Source: an optimization exercise on an open RTL-to-GDS flow (aim: a short achievable clock period and few clock cycles). Production flows keep margins and buffers that such runs may drop. The RTL was checked by simulation tests, not by an equivalence proof against the original design. Power figures rest on the tool's default switching activity, not on a simulated workload.

**config.mk**
```make
export PLATFORM = sky130hd
export DESIGN_NAME = RV32I_Core
export DESIGN_NICKNAME = RV32I_Core
export VERILOG_FILES = /design/flow/design.v
export SDC_FILE = /design/flow/constraint.sdc
export NUM_CORES = 4
export LEC_CHECK = 0
export CAP_MARGIN = 20
export CORE_MARGIN = 2
export CORE_UTILIZATION = 40
export SLEW_MARGIN = 20
```
**constraint.sdc**
```tcl
create_clock -name core_clock -period 12.0 [get_ports {clk}]
set_input_delay 2.4000 -clock core_clock [delete_from_list [all_inputs] [get_ports {clk}]]
set_output_delay 2.4000 -clock core_clock [all_outputs]
set_load 0.01 [all_outputs]
```
**design.v**
```verilog
`timescale 1ns / 1ps
module ControlUnit (
    input  logic        clk,
    input  logic        reset,
    input  logic [31:0] instrCode,
    output logic        regFileWe,
    output logic [ 3:0] aluControl,
    output logic        aluSrcMuxSel,
    output logic        dataWe,
    output logic [ 2:0] RFWDSrcMuxSel,
    output logic        branch,
    output logic        jal,
    output logic        jalr,
    output logic        PCEn,
    output logic        transfer,
    input  logic        ready
);
    wire [6:0] opcode = instrCode[6:0];
    wire [3:0] operators = {
        instrCode[30], instrCode[14:12]
    };   
    logic [10:0] signals;
    assign {PCEn, regFileWe, aluSrcMuxSel, dataWe, RFWDSrcMuxSel, branch, jal, jalr,transfer} = signals;
    typedef enum {
        FETCH,
        DECODE,
        R_EXE,
        I_EXE,
        B_EXE,
        LU_EXE,
        AU_EXE,
        J_EXE,
        JL_EXE,
        S_EXE,
        S_MEM,
        L_EXE,
        L_MEM,
        L_WB
    } state_e;
    state_e state, state_next;
    always_ff @(posedge clk, posedge reset) begin
        if (reset) state <= FETCH;
        else state <= state_next;
    end
    always_comb begin
        state_next = state;
        case (state)
            FETCH:  state_next = DECODE;
            DECODE: begin
                case (opcode)
                    7'b0110011:  state_next = R_EXE;
                    7'b0100011:  state_next = S_EXE;
                    7'b0000011:  state_next = L_EXE;
                    7'b0010011:  state_next = I_EXE;
                    7'b1100011:  state_next = B_EXE;
                    7'b0110111: state_next = LU_EXE;
                    7'b0010111: state_next = AU_EXE;
                    7'b1101111:  state_next = J_EXE;
                    7'b1100111: state_next = JL_EXE;
                endcase
            end
            R_EXE:  state_next = FETCH;
            S_EXE:  state_next = S_MEM;
            S_MEM:  if (ready) state_next = FETCH;
            L_EXE:  state_next = L_MEM;
            L_MEM:  if (ready) state_next = L_WB;
            L_WB:   state_next = FETCH;
            I_EXE:  state_next = FETCH;
            B_EXE:  state_next = FETCH;
            LU_EXE: state_next = FETCH;
            AU_EXE: state_next = FETCH;
            J_EXE:  state_next = FETCH;
            JL_EXE: state_next = FETCH;
        endcase
    end
    always_comb begin
        signals = 11'b0_0_0_0_000_0_0_0_0;
        aluControl = operators;
        case (state)
            FETCH:  signals = 11'b1_0_0_0_000_0_0_0_0;
            DECODE: signals = 11'b0_0_0_0_000_0_0_0_0;
            R_EXE:  signals = 11'b0_1_0_0_000_0_0_0_0;
            S_EXE: begin
                signals    = 11'b0_0_1_0_000_0_0_0_0;
                aluControl = 4'b0000;
            end
            S_MEM: begin
                signals    = 11'b0_0_1_1_000_0_0_0_1;
                aluControl = 4'b0000;
            end
            L_EXE: begin
                signals = 11'b0_0_1_0_001_0_0_0_0;
                aluControl = 4'b0000;
            end
            L_MEM: begin
                signals    = 11'b0_0_1_0_001_0_0_0_1;
                aluControl = 4'b0000;
            end
            L_WB:   signals = 11'b0_1_1_0_001_0_0_0_0;
            I_EXE: begin
                signals = 11'b0_1_1_0_000_0_0_0_0;
                if (operators == 4'b1101)
                    aluControl = operators;   
                else aluControl = {1'b0, operators[2:0]};   
            end
            B_EXE:  signals = 11'b0_0_0_0_000_1_0_0_0;
            LU_EXE: signals = 11'b0_1_0_0_010_0_0_0_0;
            AU_EXE: signals = 11'b0_1_0_0_011_0_0_0_0;
            J_EXE:  signals = 11'b0_1_0_0_100_0_1_0_0;
            JL_EXE: begin
                signals    = 11'b0_1_0_0_100_0_1_1_0;
                aluControl = 4'b0000;
            end
        endcase
    end
endmodule
`timescale 1ns / 1ps
module DataPath (
    input  logic        clk,
    input  logic        reset,
    input  logic        regFileWe,
    input  logic [ 3:0] aluControl,
    input  logic        aluSrcMuxSel,
    input  logic [ 2:0] RFWDSrcMuxSel,
    input  logic        branch,
    input  logic        jal,
    input  logic        jalr,
    input  logic        PCEn,
    output logic [31:0] instrMemAddr,
    input  logic [31:0] instrCode,
    output logic [31:0] dataAddr,
    output logic [31:0] dataWData,
    input  logic [31:0] dataRData
);
    logic [31:0] aluResult, RFData1, RFData2;
    logic [31:0] PCSrcData, PCOutData, PC_Imm_Adder_SrcMuxOut;
    logic [31:0] immExt, aluSrcMuxOut, RFWDSrcMuxOut;
    logic btaken, PCSrcMuxSel;
    logic [31:0] PC_Imm_AdderResult, PC_4_AdderResult, PCSrcMuxOut;
    logic [31:0] DecReg_RFData1, DecReg_RFData2, DecReg_immExt;
    logic [31:0] ExeReg_aluResult, ExeReg_RFData2, ExeReg_PCSrcMuxOut, MemAccReg_dataRData;
    assign instrMemAddr = PCOutData;
    assign dataAddr     = ExeReg_aluResult;
    assign dataWData    = ExeReg_RFData2;
    assign PCSrcMuxSel  = jal | (btaken & branch);
    RegisterFile U_RegFile (
        .clk(clk),
        .we(regFileWe),
        .RAddr1(instrCode[19:15]),
        .RAddr2(instrCode[24:20]),
        .WAddr(instrCode[11:7]),
        .WData(RFWDSrcMuxOut),
        .RData1(RFData1),
        .RData2(RFData2)
    );
    register U_DecReg_RFRD1 (
        .clk  (clk),
        .reset(reset),
        .d    (RFData1),
        .q    (DecReg_RFData1)
    );
    register U_DecReg_RFRD2 (
        .clk  (clk),
        .reset(reset),
        .d    (RFData2),
        .q    (DecReg_RFData2)
    );
    register U_ExeReg_RFRD2 (
        .clk  (clk),
        .reset(reset),
        .d    (DecReg_RFData2),
        .q    (ExeReg_RFData2)
    );
    mux_2x1 U_ALUSrcMux (
        .sel(aluSrcMuxSel),
        .x0 (DecReg_RFData2),
        .x1 (DecReg_immExt),
        .y  (aluSrcMuxOut)
    );
    register U_MemAccReg_dataRData (
        .clk  (clk),
        .reset(reset),
        .d    (dataRData),
        .q    (MemAccReg_dataRData)
    );
    mux_5x1 U_RFWDSrcMux (
        .sel(RFWDSrcMuxSel),
        .x0 (aluResult),
        .x1 (MemAccReg_dataRData),
        .x2 (DecReg_immExt),
        .x3 (PC_Imm_AdderResult),
        .x4 (PC_4_AdderResult),
        .y  (RFWDSrcMuxOut)
    );
    alu U_ALU (
        .aluControl(aluControl),
        .a(DecReg_RFData1),
        .b(aluSrcMuxOut),
        .btaken(btaken),
        .result(aluResult)
    );
    register U_ExeReg_ALU (
        .clk  (clk),
        .reset(reset),
        .d    (aluResult),
        .q    (ExeReg_aluResult)
    );
    extend U_ImmExtend (
        .instrCode(instrCode),
        .immExt(immExt)
    );
    register U_DecReg_ImmExtend (
        .clk  (clk),
        .reset(reset),
        .d    (immExt),
        .q    (DecReg_immExt)
    );
    mux_2x1 U_PC_Imm_Adder_SrcMux (
        .sel(jalr),
        .x0 (PCOutData),
        .x1 (RFData1),
        .y  (PC_Imm_Adder_SrcMuxOut)
    );
    adder U_PC_Imm_Adder (
        .a(DecReg_immExt),
        .b(PC_Imm_Adder_SrcMuxOut),
        .y(PC_Imm_AdderResult)
    );
    adder U_PC_4_Adder (
        .a(32'd4),
        .b(PCOutData),
        .y(PC_4_AdderResult)
    );
    mux_2x1 U_PCSrcMux (
        .sel(PCSrcMuxSel),
        .x0 (PC_4_AdderResult),
        .x1 (PC_Imm_AdderResult),
        .y  (PCSrcMuxOut)
    );
    register U_ExeReg_PCSrcMux (
        .clk  (clk),
        .reset(reset),
        .d    (PCSrcMuxOut),
        .q    (ExeReg_PCSrcMuxOut)
    );
    registerEn U_PC (
        .clk  (clk),
        .reset(reset),
        .en   (PCEn),
        .d    (ExeReg_PCSrcMuxOut),
        .q    (PCOutData)
    );
endmodule
module alu (
    input  logic [ 3:0] aluControl,
    input  logic [31:0] a,
    input  logic [31:0] b,
    output logic        btaken,
    output logic [31:0] result
);
    always_comb begin
        case (aluControl)
            4'b0000:    result = a + b;
            4'b1000:    result = a - b;
            4'b0001:    result = a << b[4:0];
            4'b0101:    result = a >> b[4:0];
            4'b1101:    result = $signed(a) >>> b[4:0];
            4'b0010:    result = ($signed(a) < $signed(b)) ? 1 : 0;
            4'b0011:   result = (a < b) ? 1 : 0;
            4'b0100:    result = a ^ b;
            4'b0110:     result = a | b;
            4'b0111:    result = a & b;
            default: result = 32'bx;
        endcase
    end
    always_comb begin : branch_processor
        btaken = 1'b0;
        case (aluControl[2:0])
            3'b000:    btaken = (a == b);
            3'b001:    btaken = (a != b);
            3'b100:    btaken = ($signed(a) < $signed(b));
            3'b101:    btaken = ($signed(a) >= $signed(b));
            3'b110:   btaken = (a < b);
            3'b111:   btaken = (a >= b);
            default: btaken = 1'b0;
        endcase
    end
endmodule
module register (
    input  logic        clk,
    input  logic        reset,
    input  logic [31:0] d,
    output logic [31:0] q
);
    always_ff @(posedge clk, posedge reset) begin
        if (reset) q <= 0;
        else q <= d;
    end
endmodule
module registerEn (
    input  logic        clk,
    input  logic        reset,
    input  logic        en,
    input  logic [31:0] d,
    output logic [31:0] q
);
    always_ff @(posedge clk, posedge reset) begin
        if (reset) q <= 0;
        else begin
            if (en) q <= d;
        end
    end
endmodule
module adder (
    input  logic [31:0] a,
    input  logic [31:0] b,
    output logic [31:0] y
);
    assign y = a + b;
endmodule
module RegisterFile (
    input  logic        clk,
    input  logic        we,
    input  logic [ 4:0] RAddr1,
    input  logic [ 4:0] RAddr2,
    input  logic [ 4:0] WAddr,
    input  logic [31:0] WData,
    output logic [31:0] RData1,
    output logic [31:0] RData2
);
    logic [31:0] RegFile[0:2**5-1];
    always_ff @(posedge clk) begin
        if (we) RegFile[WAddr] <= WData;
    end
    assign RData1 = (RAddr1 != 0) ? RegFile[RAddr1] : 32'b0;
    assign RData2 = (RAddr2 != 0) ? RegFile[RAddr2] : 32'b0;
endmodule
module mux_2x1 (
    input  logic        sel,
    input  logic [31:0] x0,
    input  logic [31:0] x1,
    output logic [31:0] y
);
    always_comb begin
        case (sel)
            1'b0:    y = x0;
            1'b1:    y = x1;
            default: y = 32'bx;
        endcase
    end
endmodule
module mux_5x1 (
    input  logic [ 2:0] sel,
    input  logic [31:0] x0,
    input  logic [31:0] x1,
    input  logic [31:0] x2,
    input  logic [31:0] x3,
    input  logic [31:0] x4,
    output logic [31:0] y
);
    always_comb begin
        y = 32'bx;
        case (sel)
            3'd0: y = x0;
            3'd1: y = x1;
            3'd2: y = x2;
            3'd3: y = x3;
            3'd4: y = x4;
        endcase
    end
endmodule
module extend (
    input  logic [31:0] instrCode,
    output logic [31:0] immExt
);
    wire [6:0] opcode = instrCode[6:0];
    wire [2:0] func3 = instrCode[14:12];
    always_comb begin
        immExt = 32'bx;
        case (opcode)
            7'b0110011: immExt = 32'bx;
            7'b0000011: immExt = {{20{instrCode[31]}}, instrCode[31:20]};
            7'b0100011:
            immExt = {{20{instrCode[31]}}, instrCode[31:25], instrCode[11:7]};
            7'b0010011: begin
                case (func3)
                    3'b001:  immExt = {27'b0, instrCode[24:20]};
                    3'b101:  immExt = {27'b0, instrCode[24:20]};
                    3'b011:  immExt = {{20{instrCode[31]}}, instrCode[31:20]};
                    default: immExt = {{20{instrCode[31]}}, instrCode[31:20]};
                endcase
            end
            7'b1100011:
            immExt = {
                {20{instrCode[31]}},
                instrCode[7],
                instrCode[30:25],
                instrCode[11:8],
                1'b0
            };
            7'b0110111: immExt = {instrCode[31:12], 12'b0};
            7'b0010111: immExt = {instrCode[31:12], 12'b0};
            7'b1101111:
            immExt = {
                {12{instrCode[31]}},
                instrCode[19:12],
                instrCode[20],
                instrCode[30:21],
                1'b0
            };
            7'b1100111: immExt = {{20{instrCode[31]}}, instrCode[31:20]};
            default: immExt = 32'bx;
        endcase
    end
endmodule
`timescale 1ns / 1ps
module RV32I_Core (
    input  logic        clk,
    input  logic        reset,
    input  logic [31:0] instrCode,
    output logic [31:0] instrMemAddr,
    output logic        dataWe,
    output logic [31:0] dataAddr,
    output logic [31:0] dataWData,
    input  logic [31:0] dataRData,
    output logic        transfer,
    input  logic        ready
);
    logic        regFileWe;
    logic [ 3:0] aluControl;
    logic        aluSrcMuxSel;
    logic [ 2:0] RFWDSrcMuxSel;
    logic        branch;
    logic        jal;
    logic        jalr;
    logic        PCEn;
    ControlUnit U_ControlUnit (.*);
    DataPath U_DataPath (.*);
endmodule
```
**run.sh**
```bash
#!/bin/bash
# synth_recipe.tcl (not shown) runs the flow's synth.tcl, then flattens the netlist and writes it again
# the make line also repeats each setting of config.mk as NAME=value (left out here)
make -C /OpenROAD-flow-scripts/flow DESIGN_CONFIG=/design/flow/config.mk WORK_HOME=/design/flow/orfs CLKGATE_MAP_FILE= SYNTH_SCRIPT=/design/flow/synth_recipe.tcl finish
```
==> summary.txt <==
==> worst max path at each step <==
stage	start	to	depth (start not counted)
after global routing	instrCode[15]	U_DataPath.U_RegFile.RegFile[20][31]	19
after detailed placement	instrCode[15]	U_DataPath.U_RegFile.RegFile[24][31]	19
after floorplan	reset	U_ControlUnit.state[0]	1
after global placement	instrCode[15]	U_DataPath.U_RegFile.RegFile[28][31]	19
after CTS	instrCode[15]	U_DataPath.U_RegFile.RegFile[30][31]	19
final	instrCode[16]	U_DataPath.U_RegFile.RegFile[10][29]	19
==> cell usage in the layout (no fill, tap or decap), drive strengths merged, types with 12 or more instances in the layout <==
master / n
o22ai: 25
a221oi: 32
ha: 122
a21o: 58
a2111oi: 16
nor2: 279
mux2: 99
mux2i: 81
clkinv: 53
nor3: 110
and2: 20
nand3: 115
clkdlybuf4s50: 152
a31oi: 20
a211oi: 51
nor2b: 21
o211ai: 38
dfrtp: 260
nand2: 201
and3: 14
xnor2: 38
or2: 17
o31ai: 23
clkbuf: 192
mux4: 641
edfxtp: 1024
o221ai: 26
o21ai: 180
nor4: 12
nand4: 12
a21oi: 282
o21bai: 19
a22oi: 16
o21a: 44
xor2: 31
buf: 123
nand2b: 56
or3: 16
inv: 129
==> report_power, final <==
part | internal (mW) | leakage [nW] | switching [mW] | total, mW
Sequential | 5.86 | 12.4 | 0.314 | 6.18
Combinational | 1.74 | 11.8 | 3.56 | 5.30
Clock | 2.52 | 2.28 | 1.87 | 4.39
Total | 10.1 | 26.5 | 5.74 | 15.9
==> kinds of logic after synthesis <==
logic type / Yosys count / synth area share
DFF: 1284 / 0.546
and+or+nand+nor: 901 / 0.0618
adders and majority gates: 124 / 0.0230
xor gates and xnor gates: 69 / 0.00886
muxes: 821 / 0.240
AOI/OAI and AO/OA: 955 / 0.0934
buffers and inverters: 466 / 0.0269
==> state kept, by name, summed over array words and instances (netlist names) <==
register,cells
U_DataPath.U_RegFile.RegFile,1024
U_DataPath.U_DecReg_ImmExtend.q,32
U_DataPath.U_DecReg_RFRD1.q,32
U_DataPath.U_DecReg_RFRD2.q,32
U_DataPath.U_ExeReg_ALU.q,32
U_DataPath.U_ExeReg_PCSrcMux.q,32
U_DataPath.U_ExeReg_RFRD2.q,32
U_DataPath.U_MemAccReg_dataRData.q,32
U_DataPath.U_PC.q,32
U_ControlUnit.state,4
==> area by class of cell <==
| cell class | count | area [um^2] |
|---|---|---|
| tap | 2218 | 2780 |
| sequential | 1284 | 37300 |
| timing repair buffer | 275 | 2540 |
| fill | 14700 | 92100 |
| clock buffer | 192 | 3940 |
| multi-input combinational | 2870 | 29500 |
| clock inverter | 68 | 766 |
| antenna | 5 | 12.5 |
| inverter | 127 | 497 |
==> stage by stage <==
stage               power, mW  cells
finish                   15.9   7039
global route             16.5   7034
CTS                      15.8   7032
detailed placement       11.4   6772
global placement         11.4   6772
floorplan                9.37   4620
==> layer usage <==
metal | track usage | part of all wire
met1 | 0.355 | 0.38
met2 | 0.440 | 0.49
met3 | 0.0467 | 0.089
met4 | 0.105 | 0.043
met5 | 0 | 0.00014
==> impl_metrics.toml <==
[critical_path]
r2r_slack_ps = 3580
slowest_delay_ps = 790
crit_type = "input pin to flip-flop"
r2r-end = "U_DataPath.U_RegFile.RegFile[8][12]"
cpMostUsedCell = "a21oi_1"
path_buf_inv = 3
worstPathRequired_ps = 12470
cpMaxStageDelayCell = "o41ai_1"
cp.arrival_ps = 9090
critPathTopFamily = "compound AO/OA/AOI/OAI gates"
rr_startpoint = "U_ControlUnit.state[1]"
crit_path_max_fanout = 90
path_cells = "buf_8 > buf_4 > buf_4 > mux4_2 > mux4_2 > nand2b_1 > a21oi_1 > mux2_2 > ha_1 > nand2_1 > o21ai_0 > nand2_1 > a31oi_1 > a21oi_1 > o41ai_1 > a21o_1 > mux2i_1 > a21oi_1 > o21ba_2"
crit_path_end_kind = "flip-flop"
reg2reg_depth = 17
cp-start-kind = "input pin"

[yosys]
synth_cell_types = 95
mappedNetlistArea_um2 = 68200
synth.top_cell.area_share = 0.451
synth_edf_count = 1024
yosysTopAreaCell = "edfxtp_1"
seq_area_frac_synth = 0.546
ys.flop_type = "edfxtp_1"
syn_area_per_cell_um2 = 14.8
async_flop_share = 0.202
syn-num-nets = 4811
synth_common_cells = "1024 x edfxtp_1, 641 x mux4_2, 282 x a21oi_1"
synth.area.top_cells = "edfxtp_1 45%, mux4_2 21%, dfrtp_1 9.5%, ha_1 2.2%, a21oi_1 2.1%"
synth_cells = 4620
yosys_warnings = 8
yosysMostFrequentCell = "edfxtp_1"
synth-seq-cells = 1284

[pwr]
cellPowerDensity_nw_per_um2 = 205
p_leak_nw = 26.5
peakVddDrop_v = 0.000142

[layout]
final_cell_area_um2 = 77300
final_util = 0.456
synthToLayoutAreaGrowth_pct = 13.3
final_net_count = 4891
drive_gt1_frac = 0.245

[global_route]
antenna_found_initial = 8
overflow = 0
grt_pass1_vias = 45100
grt_max_degree = 160
grt_usage = 0.268
grt_pass1_wl_mm = 334

[floorplan]
fp-row-count = 151
num_io_pins = 165
dieArea_um2 = 174000
die_x_um = 417
fp.coreArea_um2 = 169000
start_util = 0.403
die_h_um = 417

[timing]
fin_ws_ps = 3370
slew_headroom = 0.154
setup_viol = 0
fin_setup_tns_ps = 0
period_needed_ps = 8630
fmax_mhz = 116
maxSlewViolCount = 0
hold_violations = 0
period_share = 0.719
skew_ps = 45.5
tightest_slew_ps = 1270
rsz0062_at_grt = "false"
holdWs_ps = 414

[outcome]
outcome = "finished clean"

[placement]
globalplace.congestion = 0.975
pre_cts_ws_ps = 1890
hpwl_mm = 152
post_dp_cell_area_um2 = 72600
io_buffer_count = 164

[flow_run]
max_cap_viol_count = 0

[cts]
root_buffer = "clkbuf_16"
post_cts_resized = 0
cts.path.max_buffers = 3
ctsHoldBuffers = 0
clk_latency_ps = 800
postCtsSetupBuffers = 0
clock-sinks = 1284
cts_tree = "done"
path_clk_slew_ps = 60
htree_levels = 4
cts_buffers = 142

[hold_path]
min_path_type = "flip-flop to flip-flop"
hp-start = "U_DataPath.U_DecReg_RFRD2.q[0]"
min_to = "U_DataPath.U_ExeReg_RFRD2.q[0]"
holdPathStages = 0

[routing]
wl_per_cell_um = 33.4
routed_wl_mm = 235
vias = 46100
postRouteAntennaNets = 0
firstDrtPassIters = 14
vias_per_cell = 6.55
drc = 0
drtIter0Drc = 6188
Testbench counts, summed over its fixed seeds: cycles 110,900.

## port drivers added, routing unchanged
In the flow no input, the clock included, has a driving cell. The finished layout below was timed again as built, in two steps. Step 1: set_driving_cell puts a clkbuf_16 on clk and a buf_2 on each other input, an assumption about the parent block. Step 2 also shifts input and output timing later by t, the mid clock arrival at the registers, as if the neighbouring blocks saw the same clock. Three values: ideal, step 1, step 2; two values: the first two.
shift t [ns]: 0.850
setup WS [ns]: 3.375 / 3.406 / 2.556
hold slack, ns: 0.414 / 0.414 / 0.414
worst setup path after step 2: input to register
clock arrival spread, ns: 0.045 / 0.046
After both steps this run still meets setup and hold. For this run, drivers alone change the setup slack by +0.031 ns; drivers and shift together by -0.819 ns.
